This design comes from an exercise in tuning for small area and a short achievable clock period on the open sky130 flow, not from production work. In this exercise RTL edits were held to simulation tests only and were not proved equivalent to the original. No activity file was given, so power comes from the tool's default toggle rates.

--- flow/config.mk ---
export PLATFORM = sky130hd
export DESIGN_NAME = alu16_pipe
export DESIGN_NICKNAME = alu16_pipe
export VERILOG_FILES = /design/flow/design.v
export SDC_FILE = /design/flow/constraint.sdc
export NUM_CORES = 4
export LEC_CHECK = 0
export CAP_MARGIN = 20
export CORE_MARGIN = 2
export CORE_UTILIZATION = 40
export SLEW_MARGIN = 20
--- flow/constraint.sdc ---
create_clock -name core_clock -period 6.5 [get_ports {clk}]
set_input_delay 1.3000 -clock core_clock [delete_from_list [all_inputs] [get_ports {clk}]]
set_output_delay 1.3000 -clock core_clock [all_outputs]
set_load 0.01 [all_outputs]
--- flow/design.v ---
module sixteen_bit_full_adder_13 (
    input [15:0] x,
    input [15:0] y,
    input [5:0] op,
    output reg [15:0] s,
    output reg z,
    output reg v,
    output reg n
  );
  reg [15:0] temp;
  always @* begin
    if (op[0+0-:1] == 1'h0) begin
      temp = x + y;
    end else begin
      temp = x - y;
    end
    s = temp;
    if (temp == 1'h0) begin
      z = 1'h1;
    end else begin
      z = 1'h0;
    end
    n = temp[15+0-:1];
    v = (x[15+0-:1] & (y[15+0-:1] ^ op[0+0-:1]) & ~temp[15+0-:1]) + (~x[15+0-:1] & (~y[15+0-:1] ^ op[0+0-:1]) & temp[15+0-:1]);
  end
endmodule
module shifter16_14 (
    input [15:0] x,
    input [15:0] y,
    input [5:0] op,
    output reg [15:0] s
  );
  always @* begin
    s = x;
    case (op[0+1-:2])
      1'h0: begin
        s = x << y[0+3-:4];
      end
      1'h1: begin
        s = x >> y[0+3-:4];
      end
      2'h3: begin
        s = $signed(x) >>> y[0+3-:4];
      end
    endcase
  end
endmodule
module boolean_15 (
    input [15:0] a,
    input [15:0] b,
    input [5:0] op,
    output reg [15:0] s
  );
  always @* begin
    s = 1'h0;
    case (op[0+3-:4])
      4'h8: begin
        s = a & b;
      end
      4'he: begin
        s = a | b;
      end
      3'h6: begin
        s = a ^ b;
      end
      4'ha: begin
        s = a;
      end
    endcase
  end
endmodule
module comp_16 (
    input z,
    input v,
    input n,
    input [5:0] op,
    output reg [15:0] out
  );
  always @* begin
    out = 16'h0000;
    case (op)
      default: begin
        out[0+0-:1] = 1'h0;
      end
      6'h33: begin
        out[0+0-:1] = z;
      end
      6'h35: begin
        out[0+0-:1] = n ^ v;
      end
      6'h37: begin
        out[0+0-:1] = z | (n ^ v);
      end
    endcase
  end
endmodule
module sixteen_bit_multiplier_17 (
    input [15:0] x,
    input [15:0] y,
    output reg [15:0] p
  );
  always @* begin
    p = x * y;
  end
endmodule
module alu_10 (
    input [15:0] x,
    input [15:0] y,
    input [5:0] op,
    output reg [15:0] s,
    output reg z,
    output reg v,
    output reg n
  );
  wire [16-1:0] M_adder_s;
  wire [1-1:0] M_adder_z;
  wire [1-1:0] M_adder_v;
  wire [1-1:0] M_adder_n;
  reg [16-1:0] M_adder_x;
  reg [16-1:0] M_adder_y;
  reg [6-1:0] M_adder_op;
  sixteen_bit_full_adder_13 adder (
    .x(M_adder_x),
    .y(M_adder_y),
    .op(M_adder_op),
    .s(M_adder_s),
    .z(M_adder_z),
    .v(M_adder_v),
    .n(M_adder_n)
  );
  wire [16-1:0] M_shifter_s;
  reg [16-1:0] M_shifter_x;
  reg [16-1:0] M_shifter_y;
  reg [6-1:0] M_shifter_op;
  shifter16_14 shifter (
    .x(M_shifter_x),
    .y(M_shifter_y),
    .op(M_shifter_op),
    .s(M_shifter_s)
  );
  wire [16-1:0] M_boolean_s;
  reg [16-1:0] M_boolean_a;
  reg [16-1:0] M_boolean_b;
  reg [6-1:0] M_boolean_op;
  boolean_15 boolean (
    .a(M_boolean_a),
    .b(M_boolean_b),
    .op(M_boolean_op),
    .s(M_boolean_s)
  );
  wire [16-1:0] M_compare_out;
  reg [1-1:0] M_compare_z;
  reg [1-1:0] M_compare_v;
  reg [1-1:0] M_compare_n;
  reg [6-1:0] M_compare_op;
  comp_16 compare (
    .z(M_compare_z),
    .v(M_compare_v),
    .n(M_compare_n),
    .op(M_compare_op),
    .out(M_compare_out)
  );
  wire [16-1:0] M_multiplier_p;
  reg [16-1:0] M_multiplier_x;
  reg [16-1:0] M_multiplier_y;
  sixteen_bit_multiplier_17 multiplier (
    .x(M_multiplier_x),
    .y(M_multiplier_y),
    .p(M_multiplier_p)
  );
  always @* begin
    M_adder_op = op;
    M_adder_x = x;
    M_adder_y = y;
    z = M_adder_z;
    v = M_adder_v;
    n = M_adder_n;
    M_compare_op = op;
    M_compare_z = M_adder_z;
    M_compare_v = M_adder_v;
    M_compare_n = M_adder_n;
    M_boolean_op = op;
    M_boolean_a = x;
    M_boolean_b = y;
    M_shifter_op = op;
    M_shifter_x = x;
    M_shifter_y = y;
    M_multiplier_x = x;
    M_multiplier_y = y;
    case (op)
      6'h00: begin
        s = M_adder_s;
      end
      6'h01: begin
        s = M_adder_s;
      end
      6'h08: begin
        s = M_boolean_s;
      end
      6'h0e: begin
        s = M_boolean_s;
      end
      6'h06: begin
        s = M_boolean_s;
      end
      6'h0a: begin
        s = M_boolean_s;
      end
      6'h20: begin
        s = M_shifter_s;
      end
      6'h21: begin
        s = M_shifter_s;
      end
      6'h23: begin
        s = M_shifter_s;
      end
      6'h02: begin
        s = M_multiplier_p;
      end
      6'h33: begin
        s = M_compare_out;
      end
      6'h35: begin
        s = M_compare_out;
      end
      6'h37: begin
        s = M_compare_out;
      end
      default: begin
        s = 16'hdead;
      end
    endcase
  end
endmodule
module alu16_pipe (
    input clk,
    input rst,
    input [15:0] x,
    input [15:0] y,
    input [5:0] op,
    output [15:0] s,
    output z,
    output v,
    output n
  );
  reg [15:0] x_q, y_q;
  reg [5:0] op_q;
  reg [15:0] s_q;
  reg z_q, v_q, n_q;
  wire [15:0] alu_s;
  wire alu_z, alu_v, alu_n;
  alu_10 alu (
    .x(x_q),
    .y(y_q),
    .op(op_q),
    .s(alu_s),
    .z(alu_z),
    .v(alu_v),
    .n(alu_n)
  );
  always @(posedge clk) begin
    if (rst) begin
      x_q <= 16'h0000;
      y_q <= 16'h0000;
      op_q <= 6'h00;
      s_q <= 16'h0000;
      z_q <= 1'b0;
      v_q <= 1'b0;
      n_q <= 1'b0;
    end else begin
      x_q <= x;
      y_q <= y;
      op_q <= op;
      s_q <= alu_s;
      z_q <= alu_z;
      v_q <= alu_v;
      n_q <= alu_n;
    end
  end
  assign s = s_q;
  assign z = z_q;
  assign v = v_q;
  assign n = n_q;
endmodule
--- flow/run.sh ---
#!/bin/bash
# synth_recipe.tcl (not shown) runs the flow's synth.tcl, then flattens the netlist and writes it again
# the make line also repeats each setting of config.mk as NAME=value (left out here)
make -C /OpenROAD-flow-scripts/flow DESIGN_CONFIG=/design/flow/config.mk WORK_HOME=/design/flow/orfs CLKGATE_MAP_FILE= SYNTH_SCRIPT=/design/flow/synth_recipe.tcl finish
==> notes.md <==
- Run status: finished clean
- Routed len/inst: ~22 um
- Unrepaired setup endpoints after global routing: false
- Post-Syn Area per Cell: 7.91 um2
- GRT busiest layer: met2
- Global-route track usage on met3: 0.0706
- P&R area growth vs syn: 13.2%
- Largest family of logic cells by synthesized area: adder cells
- GRT overflow: 0
- Required @ worst endpoint: between 6000 and 7000 ps
- I/O Buffers: 58
- WP depth: 19
- Max-slew violations: 0
- Slew @ Worst Pin: 1290 ps
- Adder-Cell Fraction of Synth Area: 0.313
- Final WL: 32,600 um
- CP Class: flop to flop
- Synth Flop Type: dfxtp_1
- I/O pin total: 59
- Leading area contributor after synthesis: fa_1
- GR Util met1: 0.383
- Initial antenna violation count: 1
- TritonCTS Buffers: 9
- First-pass GRT wire length: 49,600 um
- Vias in the first global route: 8,274
- Clock transition at path regs: 60 ps
- Initial Util: 0.405
- Pwr/cell area: around 170 nW/um2
- H-tree depth: 3
- Number of enable flip-flop cells after synthesis: 0
- Synth Area in Compound Gates: 0.171
- DRC: 0
- Critical path buffer and inverter count: 5
- CTS Sinks: between 50 and 60
- Routability cong.: 0.979
- Post-synthesis mux area share: 0.0549
- CTS tree: built
- Core Util, Final: 0.459
- Cells after DPL: 1,455
- Via Count: roughly 8,600
- Drt via density: 5.85
- Post-Syn Area: ~9100 um2
- Top fanout value on the critical path: 11
- Hold Fails Final Rpt: 0
- Synthesized flop and latch total: between 50 and 60
- Post-synthesis cell count: 1,148
- Fmax: 0.170 GHz
- Syn nets: 1,367
- CP max-delay cell: dfxtp_1
- Post-Synth Simple-Gate Area: 0.183
- Detailed Routing Iterations Pass 1: 6
- Largest net degree at the start of global routing: 53
- Post-CTS Setup Bufs: 0
- Antenna Violating Nets Remaining: 0
- Die extent in x: 155 um
- Async SR Flop Fraction: 0
- Gr usage total: 0.276
- Part of the cycle the worst path needs: 0.905
- Most frequent cell on the critical path: fa_1
- Xor/xnor cell area share of the yosys netlist: 0.0588
- Top cells by area, synth: fa_1, ha_1, dfxtp_1
- Hold Crit Class: flop to flop
- CTS Hold Buffers Added: 0
- Worst Clk Skew: 9.02 ps
- CTS Buffer Depth: 2
- Dpl ws: approximately 680 ps
- Die area: about 24,000 um2
- CORE AREA: 22,400 um2
- Largest delay share family, worst path: adder cells
- Count leader, synth: inv_1
- Fill count: approximately 2,300
- CP Launch Type: flop
- Post_cts resized: 0
- DP HPWL: roughly 25,000 um
- Yosys cell types: approximately 70
- Share of cells above drive strength 1: 0.0683
- Final setup vio count: 0
- M2 GR Usage: 0.413
- Top post-synthesis cells by count: inv_1, nor2_1, nand2_1
- CTS Root Cell: clkbuf_16
- Initial drt markers: 947
- Setup TNS: 0 ps
- Synth top area share: 0.178
- Max VDD drop: 0.142 mV
- Layout net count: around 1,400
- Register area share after synthesis: 0.126
- Tmin final: 5890 ps
- Post-route setup slack: a little over 600 ps
- Slowest Stage Delay on Critical Path: 630 ps
- Non-Filler Instances: approximately 1,500
- # rows: 55
- Worst skew pair latency: between 300 and 400 ps
- Leak Pwr: roughly 4.4 nW
- Critical Path, Cell by Cell: clkinv_1 -> nor2_1 -> fa_1 -> inv_1 -> fa_1 -> fa_1 -> fa_1 -> inv_1 -> fa_1 -> inv_1 -> fa_1 -> inv_1 -> ha_1 -> nand3_1 -> o31ai_1 -> o211ai_1 -> xnor2_1 -> a221oi_1 -> nor2_1
- Max_slew headroom: 0.132
- Worst Reg-to-Reg Cells: 19
- Crit end category: flop
- Worst hold stages: 4
- YS warnings: 7
- Critical path arrival: 6100 ps
- Die Ht: 155 um
- Total of max-cap violations: 0
-- flip-flops by register name, summed over array words and instances, names as in the netlist --
| name | cells |
|---|---|
| s_q | 16 |
| x_q | 16 |
| z_q | 1 |
| op_q | 6 |
| v_q | 1 |
| y_q | 16 |
| n_q | 1 |
-- final timing paths --
path / startpoint / endpoint / slack (ps)
worst max-delay path: y_q[4]$_SDFF_PP0_ / s_q[14]$_SDFF_PP0_ / 610
worst min-delay path: op_q[4]$_SDFF_PP0_ / s_q[0]$_SDFF_PP0_ / 680
worst max register to register: y_q[4]$_SDFF_PP0_ / s_q[14]$_SDFF_PP0_ / 610
worst min register to register: op_q[4]$_SDFF_PP0_ / s_q[0]$_SDFF_PP0_ / 680
-- power by group --
group          total (W)  internal (W)  switching (W)
logic           0.000840      0.000340       0.000499
clock network   0.000465      0.000276       0.000189
registers       0.000414      0.000375      0.0000387
-- per-stage QoR --
| step | area (um2) | hold WS, ps | total power (W) |
|---|---|---|---|
| after floorplan | 9090 | 612 | 0.000957 |
| after global placement | 10000 | 668 | 0.00124 |
| after global routing | 10300 | 773 | 0.00182 |
| final | 10300 | 681 | 0.00172 |
| after CTS | 10300 | 684 | 0.00171 |
| after detailed placement | 10000 | 657 | 0.00124 |
-- layout by cell type, fill, tap and decap left out, types with 32 or more instances in the layout --
master / count
dfxtp_1: 56
nor2b_1: 40
ha_1: 98
fa_1: 81
o21ai_0: 51
nand2_1: 114
inv_1: 148
buf_4: 32
nor2_1: 131
xnor2_1: 52
clkdlybuf4s50_1: 57
a21oi_1: 54
-- metal layers --
metal  up-vias  wire (um)
li1       3922          -
met1      4092      14100
met2       503      13700
met3        89       3500
met4         0       1220
met5         -          0
-- worst min-delay path, cell delays in order, from the launching register on --
cell	delay, ps
dfxtp_1	330
nand3_1	100
nor2_1	60
nand2_1	80
o31ai_2	60
-- cell families (layout without fill, tap and decap cells) --
family / after synthesis / after routing
buf+inv: 223 / 261
simple gates: 363 / 363
fa+ha+maj: 179 / 179
xor+xnor: 61 / 61
flops: 57 / 57
compound gates: 233 / 233
other cells: 0 / 1
mux: 32 / 32
-- final cells by class --
cell class | count | area [um2] | area share
diodes | 1 | 2.50 | 0.000243
clock buffers | 11 | 253 | 0.0246
clock inverters | 5 | 30.0 | 0.00292
inverters | 155 | 582 | 0.0566
multi-input cells | 868 | 7110 | 0.691
flip-flops and latches | 57 | 1140 | 0.111
well taps | 285 | 357 | 0.0347
repair buffers | 90 | 816 | 0.0793

[afterwards: timing with drivers on the ports]
The results above use ideal ports. As a check the final layout listed here was re-extracted and re-timed, cells and wires unchanged.
Step 1, drivers: a clkbuf_16 drives clk and a buf_2 each remaining input, both assumed.
Step 2 times the ports against the registers' clock, not the clock port: input delays grow and output delays shrink by t, the midpoint of the rising clock arrivals with the driver on.
Three values: ideal ports, drivers, drivers and shift; two values: the first two.
t, ns: 0.390
setup slack, ns: 0.614 / 0.614 / 0.614
worst setup path at the end: register to register
pins driven straight from the clock port: 1
After both steps setup and hold are still met in this run. For this run, drivers alone change the setup slack by 0.000 ns; drivers and shift together by 0.000 ns.
